Context: an optimization exercise on an open-source flow, tuned for small area. The choices shown serve that exercise and are no tape-out recipe.
In this exercise RTL edits were held to simulation tests only and were not proved equivalent to the original.
Power figures rest on the tool's default switching activity, not on a simulated workload.

==> flow/design.v (excerpt) <==
module posit_mult_32_4 (
  input  wire        clk,
  input  wire [31:0] in1,
  input  wire [31:0] in2,
  input  wire        start,
  output wire [31:0] out,
  output wire        inf,
  output wire        zero,
  output wire        done
);
For scale: ~130 flip-flops, about 0.0060 mm^2 of cells after synthesis.
Settings: LEC_CHECK=0, CAP_MARGIN=20, CORE_MARGIN=2, CORE_UTILIZATION=60, SLEW_MARGIN=20; clock period 10.0 ns.
standard.sh (not shown) runs the stock make flow with config.mk's settings and CLKGATE_MAP_FILE= SYNTH_SCRIPT=/design/flow/synth_recipe.tcl, a recipe that flattens the netlist after the stock synthesis.
==> flow/flow/run.sh <==
#!/bin/bash
# Layout flow: the standard layout (standard.sh) with three changes.
#  - Synthesis: flow/synth.tcl, the standard synthesis script with ABC run
#    on an area-oriented script (flow/area.abc).
#  - Port buffers: buffer_ports uses sky130_fd_sc_hd__buf_1 instead of the
#    clkdlybuf4s50_1 delay cell it picks by default; every port still gets
#    its own buffer.
#  - Clock tree: clkbuf_4 buffers and no dummy loads.
# make's full output goes to flow_make.log in this folder; the ORFS step logs
# stay under orfs/logs/.
set -euo pipefail
export AREA_ABC_SCRIPT="$PWD/flow/area.abc"
bash standard.sh \
  "SYNTH_SCRIPT=$PWD/flow/synth.tcl" \
  "BUFFER_PORTS_ARGS=-buffer_cell sky130_fd_sc_hd__buf_1" \
  "CTS_ARGS=-sink_clustering_enable -repair_clock_nets -buf_list sky130_fd_sc_hd__clkbuf_4 -dont_use_dummy_load" \
  finish > flow_make.log 2>&1
==> flow/flow/area.abc <==
&get -n
&st
&syn2
&dch
&put
amap
==> flow/flow/synth.tcl <==
# The standard synthesis (synth_recipe.tcl), with one change: ABC maps the
# logic with an area-oriented script (area.abc, beside this file) instead of
# ORFS's delay-oriented one. Registers are made before ABC runs, so their
# names and cells are those of the standard synthesis.
proc synth {args} { yosys synth -nofsm -noshare {*}$args }
proc abc {args} {
  set i [lsearch -exact $args -script]
  if {$i >= 0} { lset args [expr {$i+1}] $::env(AREA_ABC_SCRIPT) }
  yosys abc {*}$args
}
source $::env(SCRIPTS_DIR)/synth.tcl
# left out here: clear keep_hierarchy, flatten, clean up, hide names made inside functions, write 1_2_yosys.v
Then changed:
--- a/flow/design.v
+++ b/flow/design.v
@@ -46,44 +46,43 @@
   always @(posedge clk) begin
     if (last) begin
       A1 <= 1'b0; F1 <= 5'd0;
     end else if (ph_fill) begin
       if (term1) A1 <= 1'b1;
       if (A1) F1 <= F1_inc;
     end
     if (ph_fill & ~e1add) M1 <= {x1bit, M1[27:4]};
     if (ph_fill & (&cnt[4:0])) nz1 <= in1[30] | A1 | term1;
   end
-  reg  [4:0]  J2;       
+  reg  [5:0]  J2;       
   reg         A2;
   reg         N2;
-  wire [4:0]  J2_inc;
-  pm_inc #(5) u_jinc (.a(J2), .s(J2_inc));
-  wire        ph_m   = ~cnt[6] & cnt[5];              
-  wire        e2ph   = &J2[4:2];                      
-  wire        e2rd   = A2 & e2ph & ph_m;
-  wire        frac2  = A2 & ~e2ph & ph_m;
-  wire        scan2  = ph_m & ~c_lo_0;                
+  wire [5:0]  J2_inc;
+  pm_inc #(6) u_jinc (.a(J2), .s(J2_inc));
+  wire        e2rd  = A2 & (&J2[5:2]);                
+  wire        frac2 = A2 & J2[5] & ~(&J2[5:2]) & ~cnt[6];
+  wire        scan2 = ph_fill | at32;                 
   wire [31:0] v2 = {in2[30], in2[30:0]};
-  wire [4:0]  idx2 = frac2 ? J2 : ~cnt[4:0];
+  wire [4:0]  idx2 = frac2 ? J2[4:0] : ~cnt[4:0];
   wire        mux2 = v2[idx2];
-  wire        term2 = ~A2 & scan2 & (mux2 ^ in2[30]);
-  wire        run2 = ~A2 & scan2 & ~term2;
+  wire        raw2 = mux2 & (frac2 | ph_fill);
+  wire        term2 = ~A2 & scan2 & (raw2 ^ in2[30]);
+  wire        run2 = ~A2 & scan2 & ~term2 & ~c_lo_0;
   wire        x2bit = mux2 ^ (s2 & N2);
   always @(posedge clk) begin
     if (last) begin
-      A2 <= 1'b0; J2 <= 5'd28; N2 <= 1'b0;
+      A2 <= 1'b0; J2 <= 6'd60; N2 <= 1'b0;
     end else begin
       if (term2) A2 <= 1'b1;
-      if (A2 & ph_m) J2 <= J2_inc;
+      if (A2 & (~cnt[6] | at64)) J2 <= J2_inc;
       if (frac2) N2 <= N2 | mux2;
-      if (at64) nz2 <= in2[30] | A2;
+      if (at32) nz2 <= in2[30] | A2 | term2;
     end
   end
   reg         bq;       
   reg         bqs;      
   wire        bnext = frac2 ? x2bit : at64;
   always @(posedge clk) begin
     bq  <= bnext;
     bqs <= bnext & s1;
   end
   reg         S, D0, D1;
@@ -100,35 +99,37 @@
   reg         ovf;
   always @(posedge clk) if (at65) ovf <= sum_co;
   wire        c2 = s2 & ~N2;
   reg  [6:0]  RA;
   reg  [3:0]  RL;
   reg         sgr;      
   wire        fin = at66 & ~acc[28];                  
   wire        big = RA[6] ? (~RA[5] | (RA[4:1] == 4'd0)) : (RA[5] | (&RA[4:1]));
   wire [6:0]  ra_clamp = big ? (RA[6] ? 7'b1100001 : 7'b0011110) : RA;
   wire        eb1 = e1add & x1bit;
-  wire        eb2 = e2rd & (mux2 ^ s2);
-  wire [1:0]  ep = e1add ? cnt[1:0] : ~J2[1:0];
-  wire        eb = eb1 | eb2;
-  wire        pend = ~A2 | e2ph;                      
-  wire        p16 = at64 & pend & s2 & (~A2 | (J2[1:0] == 2'd0));
-  wire [3:0]  p64 = pend ? ({4{s2 & A2}} & {J2[1:0] == 2'd1, J2[1:0] == 2'd2,
-                                             J2[1:0] == 2'd3, 1'b0})
-                         : {3'b000, c2};
-  wire [3:0]  lo_add = ({4{eb}} & {ep == 2'd3, ep == 2'd2, ep == 2'd1, ep == 2'd0})
-                     | ({4{at64}} & p64) | {3'b000, at66 & acc[28]};
-  wire        up = (run1 & rc1) | (run2 & rc2) | p16 | ph_wr;
-  wire        dn = (run1 & ~rc1) | (run2 & ~rc2);
+  wire        eb2 = e2rd & (raw2 ^ s2);
+  wire [1:0]  ep1 = cnt[1:0], ep2 = ~J2[1:0];
+  wire [3:0]  oh1 = {4{eb1}} & {ep1 == 2'd3, ep1 == 2'd2, ep1 == 2'd1, ep1 == 2'd0};
+  wire [3:0]  oh2 = {4{eb2}} & {ep2 == 2'd3, ep2 == 2'd2, ep2 == 2'd1, ep2 == 2'd0};
+  wire        same = |(oh1 & oh2);
+  wire        plus1 = (at64 & c2) | (at66 & acc[28]);
+  wire [3:0]  lo_add = same ? {oh1[2:0], 1'b0} : (oh1 | oh2 | {3'b000, plus1});
+  wire        lo_c   = same & oh1[3];
+  wire        u1 = (run1 & rc1) | ph_wr;
+  wire        n1 = run1 & ~rc1;
+  wire        u2 = (run2 & rc2) | lo_c, n2 = run2 & ~rc2;
+  wire        d0 = (u1 | n1) ^ (u2 | n2);
+  wire        dneg = (n1 & ~u2) | (n2 & ~u1);
+  wire        d1 = (u1 & u2) | dneg;
   wire [10:0] ex_sum;
   wire        ex_co;
-  pm_add #(11) u_ex (.a({RA, RL}), .b({{6{dn}}, up | dn, lo_add}), .ci(1'b0),
+  pm_add #(11) u_ex (.a({RA, RL}), .b({{5{dneg}}, d1, d0, lo_add}), .ci(1'b0),
                      .s(ex_sum), .co(ex_co));
   always @(posedge clk) begin
     if (last) begin
       RA <= (rc1 & rc2) ? 7'b1111110 : ((rc1 | rc2) ? 7'b1111111 : 7'b0000000);
       RL <= 4'd0;
     end else if (fin) RA <= ra_clamp ^ {7{~RA[6]}};     
     else {RA, RL} <= ex_sum;
     if (fin) sgr <= RA[6];
   end
   wire [3:0]  e_o = RL;
What happened:
- wire length increases by 5.1%
- non-clock buffer count decreases by 2
- clock skew increases by 0.0043 ns
- sequential power increases by about 27%
- final cell count increases by 2.8%
- sequential share of layout area decreases by 0.70 points
- area after synthesis increases by 2.6%
- global-route usage increases by 0.60 points

-- re-timing with driven ports --
No port has a modelled driver above. Below, the same layouts with a new extraction and two added sets of constraints. Step 1 assumes that a clkbuf_16 drives the clock port and a buf_2 every other input. Step 2 moves the port delays by t, midway between the first and last clock arrival at a register: inputs arrive t later, outputs are due t later. That takes back most of the time a late clock gives input paths. Three values: ideal, step 1, step 2; two values: the first two.
run | shift t [ns] | setup WS [ns] | slew at the worst register clock pin (ns)
the first run | 0.537 | 0.498 / 0.498 / 0.498 | 0.10 / 0.10
the second run | 0.536 | 0.587 / 0.587 / 0.587 | 0.11 / 0.11
After both steps setup and hold are still met in every run listed.
